This is an optimization exercise on Yosys and OpenROAD, whose aim is small area and a short achievable clock period, not a production implementation. In this exercise RTL edits were held to simulation tests only and were not proved equivalent to the original. Power is estimated from default activity; no workload was simulated.

== run A ==
==> flow/design.v (excerpt) <==
module datapath(clk,readnum,vsel,loada,loadb,shift,asel,bsel,ALUop,loadc,loads,writenum,write,datapath_in,status,datapath_out);
Size in the first run: roughly 910 cells after synthesis, about 180 flip-flops, about 52 I/O pins.
export LEC_CHECK = 0
export ABC_AREA = 1
export CAP_MARGIN = 20
export CORE_MARGIN = 2
export CORE_UTILIZATION = 55
export SETUP_SLACK_MARGIN = 2.5
export SLEW_MARGIN = 20
create_clock -name core_clock -period 5.0 [get_ports {clk}]
standard.sh (not shown) runs the stock make flow with config.mk's settings and CLKGATE_MAP_FILE= SYNTH_SCRIPT=/design/flow/synth_recipe.tcl, a recipe that flattens the netlist after the stock synthesis.
==> flow/flow/run.sh <==
#!/bin/bash
# Layout flow: the standard.sh (standard ORFS flow) with these changes:
#  - port buffers are plain buf cells (buffer_ports otherwise picks slow delay cells),
#  - timing repair may resize a cell to one of another footprint,
#  - half/full adder cells are kept out (their outputs are slow; ABC maps the adder to gates),
#  - a smaller clock tree: clkbuf_4/clkbuf_8 buffers, no dummy loads.
# The complete output of the flow goes to flow_standard.log here; ORFS keeps each
# step's own log under orfs/logs.
set -euo pipefail
PLATFORM_DONT_USE=$(make -s -C "$FLOW_HOME" DESIGN_CONFIG="$PWD/config.mk" WORK_HOME="$PWD/orfs" print-DONT_USE_CELLS | sed -n 's/^DONT_USE_CELLS: //p')
EXTRA_DONT_USE="sky130_fd_sc_hd__ha_1 sky130_fd_sc_hd__ha_2 sky130_fd_sc_hd__ha_4 sky130_fd_sc_hd__fa_1 sky130_fd_sc_hd__fa_2 sky130_fd_sc_hd__fa_4"
source flow/knobs.sh
export BUFFER_PORTS_ARGS="-buffer_cell $PORT_BUF"
bash standard.sh MATCH_CELL_FOOTPRINT=0 "DONT_USE_CELLS=$PLATFORM_DONT_USE $EXTRA_DONT_USE" "CTS_ARGS=$CTS" finish > flow_standard.log 2>&1
==> flow/flow/knobs.sh <==
PORT_BUF=sky130_fd_sc_hd__buf_2
CTS="-sink_clustering_enable -repair_clock_nets -dont_use_dummy_load -buf_list {sky130_fd_sc_hd__clkbuf_4 sky130_fd_sc_hd__clkbuf_8} -sink_clustering_size 20 -sink_clustering_max_diameter 60"
Here is what was changed in the inputs of run B compared with run A.
Settings: SETUP_SLACK_MARGIN now 1.5, was 2.5; CORE_UTILIZATION now 40, was 55.
==> flow/run.sh (new file) <==
#!/bin/bash
# synth_recipe.tcl (not shown) runs the flow's synth.tcl, then flattens the netlist and writes it again
# the make line also repeats each setting of config.mk as NAME=value (left out here)
make -C /OpenROAD-flow-scripts/flow DESIGN_CONFIG=/design/flow/config.mk WORK_HOME=/design/flow/orfs CLKGATE_MAP_FILE= SYNTH_SCRIPT=/design/flow/synth_recipe.tcl finish
removed: flow/flow/run.sh
removed: flow/flow/knobs.sh
removed: flow/standard.sh
[summary]
- The higher global-route track usage on met1 came out of run A.
- Run B against run A; number of fill cells is up by more than half.
- Overall global routing resource usage ended up 8.6 points lower on run B than on run A.
- Summary — wire length, run B relative to run A: lower, by 3100 um.
- Run B reports its worst setup path endpoint as C[8] while run A reports C[9].
- Run B gives less effective utilization at floorplan than run A did.
- Run B: core utilization lower than run A
- Summary of the comparison: non-filler instance count after layout is lower in run B, relative to run A.
- Against run A, run B reports a power density over the cells that is higher.
- Adder-cell area share of the yosys netlist on run B is up relative to run A.
Modified inputs, run C compared to run B
Settings: SETUP_SLACK_MARGIN now 2.5, was 1.5; CORE_UTILIZATION now 60, was 40.
==> flow/flow/run.sh (new file) <==
#!/bin/bash
# Standard layout (the standard.sh), with three changes:
#  - the port buffers are buf_4 cells instead of the delay cells buffer_ports picks by default,
#  - timing repair may resize a cell to one of another footprint,
#  - the half and full adder cells are kept out of synthesis (their carry and sum outputs are
#    slow); the gates ABC maps the adders to instead are faster.
# Each make/tool run writes its own logs under orfs/logs; the whole output goes to flow_standard.log.
set -euo pipefail
PLATFORM_DONT_USE=$(make -s -C "$FLOW_HOME" DESIGN_CONFIG="$PWD/config.mk" WORK_HOME="$PWD/orfs" print-DONT_USE_CELLS | sed -n 's/^DONT_USE_CELLS: //p')
EXTRA_DONT_USE="sky130_fd_sc_hd__ha_1 sky130_fd_sc_hd__ha_2 sky130_fd_sc_hd__ha_4 sky130_fd_sc_hd__fa_1 sky130_fd_sc_hd__fa_2 sky130_fd_sc_hd__fa_4"
export BUFFER_PORTS_ARGS="-buffer_cell sky130_fd_sc_hd__buf_4"
bash standard.sh MATCH_CELL_FOOTPRINT=0 "DONT_USE_CELLS=$PLATFORM_DONT_USE $EXTRA_DONT_USE" finish > flow_standard.log 2>&1
==> flow/standard.sh (new file) <==
#!/bin/bash
# synth_recipe.tcl (not shown) runs the flow's synth.tcl, then flattens the netlist and writes it again
# the make line also repeats each setting of config.mk as NAME=value (left out here)
make -C /OpenROAD-flow-scripts/flow DESIGN_CONFIG=/design/flow/config.mk WORK_HOME=/design/flow/orfs CLKGATE_MAP_FILE= SYNTH_SCRIPT=/design/flow/synth_recipe.tcl "${@:-finish}"
removed: flow/run.sh
==> comparison <==
The faster design of the two is run C; run B tops out lower. Run C reports a higher number of nets produced by synthesis than run B does. Cell with the biggest individual delay on the critical path: sky130_fd_sc_hd__nor2_4 -> run C, sky130_fd_sc_hd__ha_1 -> run B. Run C vs run B, global-route usage over all layers went up by 11 points. Compared with run B, in run C global-route wire length before repair higher; wire length higher; half-perimeter wire length after detailed placement higher; sequential group share of total power lower; number of cell instances on the worst register-to-register path lower. The final reports for run C and run B show number of gates given a new drive strength after cts higher in the former. | floorplan core area | lower: run C |. In the reports for run B and run C, the smaller non-clock buffer share of cell area belongs to run B.
Input changes introduced in run D (baseline for comparison: run C):
Settings: changing SETUP_SLACK_MARGIN from 2.5 to 1.5; removing ABC_AREA (formerly 1); changing CORE_UTILIZATION from 60 to 40.
==> flow/flow/run.sh <==
#!/bin/bash
# Standard layout, with plain buffers on the ports instead of delay cells and
# timing repair free to resize across cell footprints.
set -euo pipefail
export BUFFER_PORTS_ARGS="-buffer_cell sky130_fd_sc_hd__buf_2"
bash standard.sh MATCH_CELL_FOOTPRINT=0 finish > flow_standard.log 2>&1
Run C completed every stage of the flow, and the final layout passed the timing, design-rule and antenna checks. Run D finished every step from synthesis to the final layout, and the layout passed the timing, design-rule and antenna checks. [compare] base=run C new=run D: chip width +about 22%; overall die height now sits higher. Going from run C to run D, upper clock frequency limit shrinks by 23%. The via count of the first global-routing pass in run D sits 12% below the value recorded for run C.

========
Setup of job 1286:
Another version of the RTL of datapath (not shown whole).
For scale: about 590 cells after synthesis, roughly 180 flip-flops, about 52 I/O pins, roughly 8200 um2 of cells after synthesis.
Design datapath, start of the top module:
module datapath(clk,readnum,vsel,loada,loadb,shift,asel,bsel,ALUop,loadc,loads,writenum,write,datapath_in,status,datapath_out);
	input [2:0] readnum,writenum;
	input clk,vsel,loada,loadb,asel,bsel,loadc,loads,write;
	input [1:0] shift,ALUop;
	input [15:0] datapath_in;
	output status;
	output [15:0] datapath_out;
	reg [15:0] R0,R1,R2,R3,R4,R5,R6,R7;
	reg [15:0] A,B,C;
	reg S;
	assign datapath_out = C;
	assign status = S;
	wire [15:0] wd = vsel ? datapath_in : C;
	always @(posedge clk) begin
		if (write && writenum==3'd0) R0 <= wd;
		if (write && writenum==3'd1) R1 <= wd;
		if (write && writenum==3'd2) R2 <= wd;
		if (write && writenum==3'd3) R3 <= wd;
		if (write && writenum==3'd4) R4 <= wd;
		if (write && writenum==3'd5) R5 <= wd;
		if (write && writenum==3'd6) R6 <= wd;
		if (write && writenum==3'd7) R7 <= wd;
	end
	wire [7:0] rs = 8'd1 << readnum;
	wire [15:0] rd;
	genvar j;
	generate for (j=0;j<16;j=j+1) begin : rdbit
		regread_bit rb(rs, {R7[j],R6[j],R5[j],R4[j],R3[j],R2[j],R1[j],R0[j]}, rd[j]);
	end endgenerate
	always @(posedge clk) begin
		if (loada) A <= rd;
		if (loadb) B <= rd;
  ...
export LEC_CHECK = 0
export CAP_MARGIN = 20
export CORE_MARGIN = 2
export CORE_UTILIZATION = 50
export SETUP_SLACK_MARGIN = 2.5
export SLEW_MARGIN = 20
create_clock -name core_clock -period 5.0 [get_ports {clk}]
==> flow/flow/run.sh <==
#!/bin/bash
# Layout flow: the standard.sh (the standard ORFS flow) with these changes:
#  - synthesis: the same ORFS synthesis script, except that the ALU and the register
#    file read slices are kept as modules during technology mapping and each module is
#    mapped with its own ABC script (my_abc.tcl); afterwards the design is flattened and
#    renamed exactly as synth_recipe.tcl does. The flip-flops (names and cell types) are
#    checked against the standard synthesis; if they differ the standard synthesis
#    is used instead.
#  - half/full adder cells are kept out (their outputs are slow),
#  - port buffers are plain buf cells (buffer_ports otherwise picks slow delay cells),
#  - timing repair may resize a cell to one of another footprint,
#  - a smaller clock tree (knobs.sh).
# Each step's full log is under orfs/logs; the make output goes to flow_*.log here.
set -euo pipefail
W=$PWD
source flow/knobs.sh
PLATFORM_DONT_USE=$(make -s -C "$FLOW_HOME" DESIGN_CONFIG="$W/config.mk" WORK_HOME="$W/orfs" print-DONT_USE_CELLS | sed -n 's/^DONT_USE_CELLS: //p')
EXTRA_DONT_USE="sky130_fd_sc_hd__ha_1 sky130_fd_sc_hd__ha_2 sky130_fd_sc_hd__ha_4 sky130_fd_sc_hd__fa_1 sky130_fd_sc_hd__fa_2 sky130_fd_sc_hd__fa_4"
ARGS=(MATCH_CELL_FOOTPRINT=0 "DONT_USE_CELLS=$PLATFORM_DONT_USE $EXTRA_DONT_USE" "CTS_ARGS=$CTS")
export BUFFER_PORTS_ARGS="-buffer_cell $PORT_BUF"

# 1. the standard synthesis, kept for the flip-flop comparison
bash standard.sh "${ARGS[@]}" synth > flow_ref_synth.log 2>&1
RES=orfs/results/sky130hd/datapath/base
cp $RES/1_2_yosys.v ref_synth.v
rm -rf orfs

# 2. the per-module-mapped synthesis
sed -e "s#^\(\s*\)log_cmd abc {\*}\$abc_args#\1my_abc \$abc_args#" "$FLOW_HOME/scripts/synth.tcl" > my_synth.tcl
grep -q "my_abc \$abc_args" my_synth.tcl
{ echo "source $W/flow/my_abc.tcl"; sed -e "s#source \$::env(SCRIPTS_DIR)/synth.tcl#source $W/my_synth.tcl#" synth_recipe.tcl; } > my_synth_recipe.tcl
grep -q "source $W/my_synth.tcl" my_synth_recipe.tcl
sed -e "s#SYNTH_SCRIPT=[^ ]*#SYNTH_SCRIPT=$W/my_synth_recipe.tcl#" standard.sh > my_standard.sh
export MY_ABC_MODULES="ALU $W/flow/abc_alu.script regread_bit $W/flow/abc_rest.script datapath $W/flow/abc_rest.script"
bash my_standard.sh "${ARGS[@]}" "SYNTH_KEEP_MODULES=ALU regread_bit" synth > flow_synth.log 2>&1

ffs() { grep -oE "sky130_fd_sc_hd__[a-z0-9_]*df[a-z0-9_]* +[^ ]+" "$1" | sort; }
if [[ "$(ffs ref_synth.v)" != "$(ffs $RES/1_2_yosys.v)" ]]; then
  echo "flip-flops differ from the standard synthesis; using it" > synth_fallback.txt
  rm -rf orfs
  bash standard.sh "${ARGS[@]}" synth > flow_synth.log 2>&1
fi

# 3. the rest of the flow
bash my_standard.sh "${ARGS[@]}" "SYNTH_KEEP_MODULES=ALU regread_bit" finish > flow_standard.log 2>&1
==> flow/flow/abc_alu.script <==
&get -n
&st
&syn2
&dch
&nf
&put
buffer -c
topo
stime -c
upsize -c
dnsize -c
==> flow/flow/knobs.sh <==
PORT_BUF=sky130_fd_sc_hd__buf_2
CTS="-sink_clustering_enable -repair_clock_nets -dont_use_dummy_load -buf_list {sky130_fd_sc_hd__clkbuf_4 sky130_fd_sc_hd__clkbuf_8} -sink_clustering_size 20 -sink_clustering_max_diameter 60"
Other scripts of this flow, unchanged in this note and not shown: flow/flow/abc_rest.script, flow/flow/my_abc.tcl
Job 1286 finished every stage and its layout cleared the timing, design-rule and antenna checks.
### job 1286 -> job 6502
- SETUP_SLACK_MARGIN changed from 2.5 to 2.2
==> flow/flow/abc_alu.script <==
strash
dch
map -B 0.9
topo
stime -c
buffer -c
upsize -c
dnsize -c
==> comparison <==
- Job 6502 vs job 1286 — total power consumption of the routed design dropped about 2.7%.
- Of job 6502 and job 1286, job 1286 shows the higher number of search-and-repair iterations in the first detailed-routing pass, with job 6502 below it.
- Delta (job 6502 minus job 1286): wire length went down 2.9%, number of sequential cells has remained practically unchanged, combinational power shows a reduction of about 13%, worst slack at placement rose by 0.75 ns, via total after detailed routing grew by 572.
- NOTE non-clock buffer count job 1286->job 6502 decreased by a little under 10%
- Job 6502 ends up with a part of the power in combinational logic that is 2.0 points lower than in job 1286.
- Job 6502 reports a higher area of the multi-input gates than job 1286 does.
What job 8961 does differently from job 6502 at the input level:
- a change of SETUP_SLACK_MARGIN from 2.2 to 3.0
-- flow/flow/run.sh --
<<< job 6502, line 19
ARGS=(MATCH_CELL_FOOTPRINT=0 "DONT_USE_CELLS=$PLATFORM_DONT_USE $EXTRA_DONT_USE" "CTS_ARGS=$CTS")
export BUFFER_PORTS_ARGS="-buffer_cell $PORT_BUF"

# 1. the standard synthesis, kept for the flip-flop comparison
>>> job 8961, line 19
ARGS=(MATCH_CELL_FOOTPRINT=0 "DONT_USE_CELLS=$PLATFORM_DONT_USE $EXTRA_DONT_USE" "CTS_ARGS=$CTS")
export BUFFER_PORTS_ARGS="-buffer_cell $PORT_BUF"
export POST_GLOBAL_PLACE_TCL=$W/flow/ctrl_bufs.tcl
export CTRL_BUF

# 1. the standard synthesis, kept for the flip-flop comparison
==> flow/flow/ctrl_bufs.tcl (new file) <==
# After global placement: the ALU's control inputs each fan out to every bit, so
# their port buffers get a strong drive from the start (timing repair sizes the rest).
foreach port {asel bsel {shift[0]} {shift[1]} {ALUop[0]} {ALUop[1]}} {
  set net [get_nets -of_objects [get_ports $port]]
  foreach pin [get_pins -of_objects $net -filter "direction == input"] {
    set inst [get_cells -of_objects $pin]
    puts "ctrl_bufs: [get_full_name $inst] -> $::env(CTRL_BUF)"
    replace_cell $inst $::env(CTRL_BUF)
  }
}
==> flow/flow/knobs.sh <==
PORT_BUF=sky130_fd_sc_hd__buf_2
CTS="-sink_clustering_enable -repair_clock_nets -dont_use_dummy_load -buf_list {sky130_fd_sc_hd__clkbuf_4 sky130_fd_sc_hd__clkbuf_8} -sink_clustering_size 20 -sink_clustering_max_diameter 60"
CTRL_BUF=sky130_fd_sc_hd__buf_8
==> comparison <==
- Job 8961 is listed as incomplete: the tool reported an error in global placement (3_3_place_gp) and the run ended there.
- Reported for job 8961 and job 6502, mean instance size in the synthesized netlist turned out identical to the last digit.
- Going from job 6502 to job 8961, post-synthesis async set-or-reset flop share has remained practically unchanged; xor and xnor fraction of the mapped netlist area held steady.
- Floorplan row count: job 6502 vs job 8961 identical
- Job 8961 against job 6502: number of unique standard cell types used by synthesis level, die boundary width level, area after synthesis level.
- Comparing job 6502 against job 8961, there is no change at all in cell count after synthesis.
#### Input delta (job 9089 over job 8961)
==> flow/flow/ctrl_bufs.tcl <==
# After global placement: the ALU's control inputs each fan out to every bit, so
# their port buffers get a strong drive from the start (timing repair sizes the rest).
set block [ord::get_db_block]
foreach port {asel bsel {shift[0]} {shift[1]} {ALUop[0]} {ALUop[1]}} {
  set net [[$block findBTerm $port] getNet]
  foreach iterm [$net getITerms] {
    set inst [$iterm getInst]
    puts "ctrl_bufs: [$inst getName] ([[$inst getMaster] getName]) -> $::env(CTRL_BUF)"
    replace_cell [$inst getName] $::env(CTRL_BUF)
  }
}
### Flow results
Among job 8961 and job 9089, the run that stopped before the end is job 8961, and it is the only one. Job 8961 did not finish; a tool error ended it in global placement (3_3_place_gp). From job 9089 to job 8961, number of top-level pins did not move at all. Job 9089 against job 8961: synthesized cell count essentially unchanged; width of the die has remained practically unchanged; die extent in y shows no meaningful change. Summary of job 9089 over job 8961: async set-reset flop share out of synthesis barely changed; number of port buffers barely changed; post-synthesis net count barely changed. [compare] base=job 8961 new=job 9089: area of the mapped netlist was more or less identical; sequential fraction of the synthesis area was more or less identical.
### job 9089 -> job 6318
- SETUP_SLACK_MARGIN changed from 3.0 to 2.5
-- flow/flow/run.sh --
<<< job 9089, line 19
ARGS=(MATCH_CELL_FOOTPRINT=0 "DONT_USE_CELLS=$PLATFORM_DONT_USE $EXTRA_DONT_USE" "CTS_ARGS=$CTS")
export BUFFER_PORTS_ARGS="-buffer_cell $PORT_BUF"
export POST_GLOBAL_PLACE_TCL=$W/flow/ctrl_bufs.tcl
export CTRL_BUF

# 1. the standard synthesis, kept for the flip-flop comparison
>>> job 6318, line 19
ARGS=(MATCH_CELL_FOOTPRINT=0 "DONT_USE_CELLS=$PLATFORM_DONT_USE $EXTRA_DONT_USE" "CTS_ARGS=$CTS")
export BUFFER_PORTS_ARGS="-buffer_cell $PORT_BUF"

# 1. the standard synthesis, kept for the flip-flop comparison
==> flow/flow/knobs.sh <==
PORT_BUF=sky130_fd_sc_hd__buf_2
CTS="-sink_clustering_enable -repair_clock_nets -dont_use_dummy_load -buf_list {sky130_fd_sc_hd__clkbuf_4 sky130_fd_sc_hd__clkbuf_8} -sink_clustering_size 20 -sink_clustering_max_diameter 60"
removed: flow/flow/ctrl_bufs.tcl
Results
- Comparing job 9089 and job 6318, transition time at the pin with the least slew margin is lower on job 9089.
- Initial core utilization: job 6318 vs job 9089 identical
- Compared with job 9089, job 6318 shows tightest slew margin relative to the limit lower by 31 points.
For job 8410, these inputs were changed with respect to job 6318:
-- flow/flow/run.sh --
<<< job 6318, line 19
ARGS=(MATCH_CELL_FOOTPRINT=0 "DONT_USE_CELLS=$PLATFORM_DONT_USE $EXTRA_DONT_USE" "CTS_ARGS=$CTS")
export BUFFER_PORTS_ARGS="-buffer_cell $PORT_BUF"

# 1. the standard synthesis, kept for the flip-flop comparison
>>> job 8410, line 19
ARGS=(MATCH_CELL_FOOTPRINT=0 "DONT_USE_CELLS=$PLATFORM_DONT_USE $EXTRA_DONT_USE" "CTS_ARGS=$CTS")
export BUFFER_PORTS_ARGS="-buffer_cell $PORT_BUF"
export POST_GLOBAL_PLACE_TCL=$W/flow/ctrl_bufs.tcl
export CTRL_BUF

# 1. the standard synthesis, kept for the flip-flop comparison
==> flow/flow/ctrl_bufs.tcl (new file) <==
# After global placement: the ALU's control inputs each fan out to every bit, so
# their port buffers get a strong drive from the start (timing repair sizes the rest).
foreach port {asel bsel {shift[0]} {shift[1]} {ALUop[0]} {ALUop[1]}} {
  set net [get_nets -of_objects [get_ports $port]]
  foreach pin [get_pins -of_objects $net -filter "direction == input"] {
    set inst [get_cells -of_objects $pin]
    puts "ctrl_bufs: [get_full_name $inst] -> $::env(CTRL_BUF)"
    replace_cell $inst $::env(CTRL_BUF)
  }
}
==> flow/flow/knobs.sh <==
PORT_BUF=sky130_fd_sc_hd__buf_2
CTS="-sink_clustering_enable -repair_clock_nets -dont_use_dummy_load -buf_list {sky130_fd_sc_hd__clkbuf_4 sky130_fd_sc_hd__clkbuf_8} -sink_clustering_size 20 -sink_clustering_max_diameter 60"
CTRL_BUF=sky130_fd_sc_hd__buf_8
--- outcome ---
Seen in the log of job 8410: STA-0100 during global placement (3_3_place_gp), after which the run never completed. In terms of number of enable-type register cells in the synthesized netlist, job 8410 and job 6318 differ only marginally. Job 8410 -> job 6318: fraction of the yosys area taken by sequential cells flat. In terms of effective utilization at floorplan, job 8410 and job 6318 differ only marginally. Fraction of synthesis flops using an asynchronous set or reset pin came out exactly the same in job 8410 and job 6318.

## port drivers added, routing unchanged
Ports are ideal in the flow. The routed layouts listed here were re-timed in OpenROAD. Step 1 (the two cells are an assumption about what drives the block):
set clk [get_ports {clk}]
set_driving_cell -lib_cell sky130_fd_sc_hd__clkbuf_16 $clk
set_driving_cell -lib_cell sky130_fd_sc_hd__buf_2 [delete_from_list [all_inputs] $clk]
Step 2 moves the port delays by t, midway between the first and last clock arrival at a register: inputs arrive t later, outputs are due t later. That takes back most of the time a late clock gives input paths. Slacks: no drivers / after step 1 / after step 2; pairs: no drivers / after step 1.
run | shift t [ns] | setup WS [ns] | worst setup path after step 2
run A | 0.486 | 2.423 / 2.329 / 1.843 | input to register
run B | 0.472 | 1.691 / 1.709 / 1.237 | input to register
run C | 0.473 | 2.419 / 2.262 / 1.788 | input to register
run D | 0.476 | 1.628 / 1.632 / 1.156 | input to register
job 1286 | 0.462 | 1.605 / 1.484 / 1.022 | input to register
job 6502 | 0.478 | 2.338 / 2.313 / 1.835 | input to register
job 9089 | 0.482 | 2.399 / 2.374 / 1.892 | input to register
job 6318 | 0.463 | 2.430 / 2.429 / 1.966 | input to register
After both steps setup and hold are still met in every run listed. For run C, which loses most, drivers alone change the setup slack by -0.157 ns; drivers and shift together by -0.631 ns.
